Background: an optimization exercise with open tools, aiming at small area and a short achievable clock period. Do not read the settings as production practice.
The RTL was checked by simulation tests, not by an equivalence proof against the original design.
Power figures rest on the tool's default switching activity, not on a simulated workload.

==> flow/design.v <==
module altfp_divider_33 (clk_en, clock, dataa, datab, result);
    input         clk_en;
    input         clock;
    input  [31:0] dataa;
    input  [31:0] datab;
    output [31:0] result;
    localparam NIT = 24;           
    localparam NDLY = 33 - 4 - NIT - 2;
    reg        s1_s;
    reg [7:0]  s1_ea, s1_eb;
    reg [22:0] s1_fa, s1_nfb;    
    always @(posedge clock) if (clk_en) begin
        s1_s  <= dataa[31] ^ datab[31];
        s1_ea <= dataa[30:23];
        s1_eb <= datab[30:23];
        s1_fa <= dataa[22:0];
        s1_nfb <= ~datab[22:0];
    end
    wire a_zero = (s1_ea == 8'd0);
    wire b_zero = (s1_eb == 8'd0);
    wire a_max  = (s1_ea == 8'hff);
    wire b_max  = (s1_eb == 8'hff);
    wire a_nan  = a_max & (s1_fa != 23'd0);
    wire b_nan  = b_max & (s1_nfb != {23{1'b1}});
    wire a_inf  = a_max & ~a_nan;
    wire b_inf  = b_max & ~b_nan;
    wire r_nan  = a_nan | b_nan | (a_zero & b_zero) | (a_inf & b_inf);
    wire r_big  = r_nan | a_inf | b_zero;           
    wire r_spec = r_big | a_zero | b_inf;           
    wire [24:0] cmp_d;
    wire cmp_c;
    div_sub25 u_cmp (.x({2'b01, s1_fa}), .nfb(s1_nfb), .d(cmp_d), .c(cmp_c));
    wire a_lt_b = ~cmp_c;
    reg        s2_s, s2_lt, s2_nan, s2_big, s2_spec;
    reg [9:0]  s2_e;        
    reg [22:0] s2_fa;
    reg [22:0] s2_nfb;
    always @(posedge clock) if (clk_en) begin
        s2_s    <= s1_s;
        s2_lt   <= a_lt_b;
        s2_nan  <= r_nan;
        s2_big  <= r_big;
        s2_spec <= r_spec;
        s2_e    <= {2'b00, s1_ea} - {2'b00, s1_eb};
        s2_fa   <= s1_fa;
        s2_nfb  <= s1_nfb;
    end
    wire [9:0]  e_n  = s2_e + (s2_lt ? 10'd126 : 10'd127);
    wire ovf  = ~e_n[9] & (e_n[8] | (e_n[7:0] == 8'hff));
    wire unf  = e_n[9] | (e_n[8:0] == 9'd0);
    wire big  = s2_big | (~s2_spec & ovf);
    wire kill = s2_spec | ovf | unf;
    reg        s2b_s, s2b_kill, s2b_nan;
    reg [7:0]  s2b_e;
    reg [24:0] s2b_dvd;
    reg [22:0] s2b_nfb;
    always @(posedge clock) if (clk_en) begin
        s2b_s    <= s2_s;
        s2b_kill <= kill;
        s2b_nan  <= s2_nan;
        s2b_e    <= big ? 8'hff : (kill ? 8'h00 : e_n[7:0]);
        s2b_dvd  <= s2_lt ? {1'b1, s2_fa, 1'b0} : {1'b0, 1'b1, s2_fa};
        s2b_nfb  <= s2_nfb;
    end
    wire [24:0] r3;
    wire r3_c;
    div_sub25 u_first (.x(s2b_dvd), .nfb(s2b_nfb), .d(r3), .c(r3_c));
    reg        s3_s;
    reg [7:0]  s3_e;
    reg [22:0] s3_fb;       
    reg [23:0] s3_r;
    always @(posedge clock) if (clk_en) begin
        s3_s  <= s2b_s;
        s3_e  <= s2b_e;
        s3_fb <= s2b_kill ? {23{1'b1}} : s2b_nfb;
        s3_r  <= s2b_kill ? {1'b0, s2b_nan, 22'd0} : r3[23:0];
    end
    wire        it_s  [0:NIT];
    wire [7:0]  it_e  [0:NIT];
    wire [22:0] it_fb [0:NIT];      
    wire [23:0] it_r  [0:NIT];
    wire [NIT-1:0] it_q [0:NIT];
    assign it_s[0]  = s3_s;
    assign it_e[0]  = s3_e;
    assign it_fb[0] = s3_fb;
    assign it_r[0]  = s3_r;
    assign it_q[0]  = {NIT{1'b0}};
    genvar k;
    generate
        for (k = 0; k < NIT; k = k + 1) begin : g_it
            wire [24:0] t;
            wire q;
            div_sub25 u_sub (.x({it_r[k], 1'b0}), .nfb(it_fb[k]), .d(t), .c(q));
            reg        s;
            reg [7:0]  e;
            reg [22:0] fb;
            reg [23:0] r;
            reg [NIT-1:0] qq;
            always @(posedge clock) if (clk_en) begin
                s  <= it_s[k];
                e  <= it_e[k];
                fb <= it_fb[k];
                r  <= q ? t[23:0] : {it_r[k][22:0], 1'b0};
                qq <= {it_q[k][NIT-2:0], q};
            end
            assign it_s[k+1]  = s;
            assign it_e[k+1]  = e;
            assign it_fb[k+1] = fb;
            assign it_r[k+1]  = r;
            assign it_q[k+1]  = qq;
        end
    endgenerate
    reg        st_s, st_st;
    reg [7:0]  st_e;
    reg [23:0] st_q;
    always @(posedge clock) if (clk_en) begin
        st_s  <= it_s[NIT];
        st_e  <= it_e[NIT];
        st_q  <= it_q[NIT];
        st_st <= |it_r[NIT];
    end
    wire inc = st_q[0] & (st_st | st_q[1]);
    wire [22:0] frac = st_q[23:1] + {22'd0, inc};
    wire [31:0] rd [0:NDLY];
    reg  [31:0] rd0;
    always @(posedge clock) if (clk_en) rd0 <= {st_s, st_e, frac};
    assign rd[0] = rd0;
    generate
        for (k = 0; k < NDLY; k = k + 1) begin : g_dly
            reg [31:0] d;
            always @(posedge clock) if (clk_en) d <= rd[k];
            assign rd[k+1] = d;
        end
    endgenerate
    assign result = rd[NDLY];
endmodule
module div_sub25 (x, nfb, d, c);
    input  [24:0] x;
    input  [22:0] nfb;
    output [24:0] d;
    output        c;
    wire [24:0] nd = {2'b10, nfb};           
    wire [24:0] g = x & nd;
    wire [24:0] p = x ^ nd;
    wire [24:0] gl [0:5];
    wire [24:0] pl [0:5];
    assign gl[0] = {g[24:1], g[0] | p[0]};
    assign pl[0] = {p[24:1], 1'b0};
    genvar l, i;
    generate
        for (l = 0; l < 5; l = l + 1) begin : g_l
            for (i = 0; i < 25; i = i + 1) begin : g_b
                if (((i >> l) & 1) == 1) begin : g_m
                    localparam integer J = ((i >> l) << l) - 1;
                    localparam integer LO = (i >> (l + 1)) << (l + 1);
                    if (LO == 0) begin : g_g
                        div_gcell u (.gh(gl[l][i]), .ph(pl[l][i]), .gl(gl[l][J]), .g(gl[l+1][i]));
                        assign pl[l+1][i] = 1'b0;
                    end else begin : g_gp
                        div_gpcell u (.gh(gl[l][i]), .ph(pl[l][i]), .gl(gl[l][J]), .pl(pl[l][J]),
                                      .g(gl[l+1][i]), .p(pl[l+1][i]));
                    end
                end else begin : g_p
                    assign gl[l+1][i] = gl[l][i];
                    assign pl[l+1][i] = pl[l][i];
                end
            end
        end
    endgenerate
    wire [25:0] cy = {gl[5], 1'b1};
    assign d = p ^ cy[24:0];
    assign c = cy[25];
endmodule
module div_gcell (gh, ph, gl, g);
    input gh, ph, gl;
    output g;
    assign g = gh | (ph & gl);
endmodule
module div_gpcell (gh, ph, gl, pl, g, p);
    input gh, ph, gl, pl;
    output g, p;
    assign g = gh | (ph & gl);
    assign p = ph & pl;
endmodule
export LEC_CHECK = 0
export CAP_MARGIN = 20
export CORE_MARGIN = 2
export CORE_UTILIZATION = 60
export PLACE_DENSITY = 0.7
export SETUP_SLACK_MARGIN = 3.0
export SLEW_MARGIN = 20
export SYNTH_HIERARCHICAL = 1
create_clock -name core_clock -period 5.0 [get_ports {clock}]
run.sh (not shown) runs the stock make flow with config.mk's settings and CLKGATE_MAP_FILE= SYNTH_SCRIPT=/design/flow/synth_recipe.tcl, a recipe that flattens the netlist after the stock synthesis.
The baseline finished with timing, DRC and antenna clean.
Rerun with:
- CORE_UTILIZATION: 60 -> 70
- PLACE_DENSITY: 0.7 -> 0.8
What happened:
- critical path depth grows by 2
- synthesized cell count does not change
- flip-flop and latch count stays the same
- wire length grows by about a fifth
- clock-buffer cell count shrinks by 8
Rerun with:
- CORE_UTILIZATION: 70 -> 60
- PLACE_DENSITY: 0.8 -> 0.7
- SETUP_SLACK_MARGIN: 3.0 -> 2.7
Result: Area after synthesis stays the same; die area climbs by 16%; total power drops by 1.6%; combinational power drops by about 5%; setup slack improved by 0.12 ns; via count drops by 4.9%; final area climbs by 0.73%; global-route usage drops by 6.3 points; sequential power barely changes; synthesized cell count stays the same.

==> separate check: timing with driven ports <==
The results above use ideal ports. As a check the final layouts listed here were re-extracted and re-timed, cells and wires unchanged. Step 1 (the two cells are an assumption about what drives the block):
set clk [get_ports {clock}]
set_driving_cell -lib_cell sky130_fd_sc_hd__clkbuf_16 $clk
set_driving_cell -lib_cell sky130_fd_sc_hd__buf_2 [delete_from_list [all_inputs] $clk]
Step 2 moves the port delays by t, midway between the first and last clock arrival at a register: inputs arrive t later, outputs are due t later. That takes back most of the time a late clock gives input paths. Three values: ideal, step 1, step 2; two values: the first two.
run	t, ns	slack for setup (ns)	slew at the worst register clock pin (ns)	worst slew at a driven data input, ns
the first run	0.900	2.397 / 2.397 / 2.128	0.07 / 0.07	0.08
the second run	0.917	2.257 / 2.257 / 2.102	0.10 / 0.10	0.08
the third run	0.922	2.374 / 2.374 / 2.097	0.07 / 0.07	0.08
After both steps setup and hold are still met in every run listed. The setup slack of the third run, which loses most, moves by 0.000 ns with the drivers and by -0.277 ns with both steps.
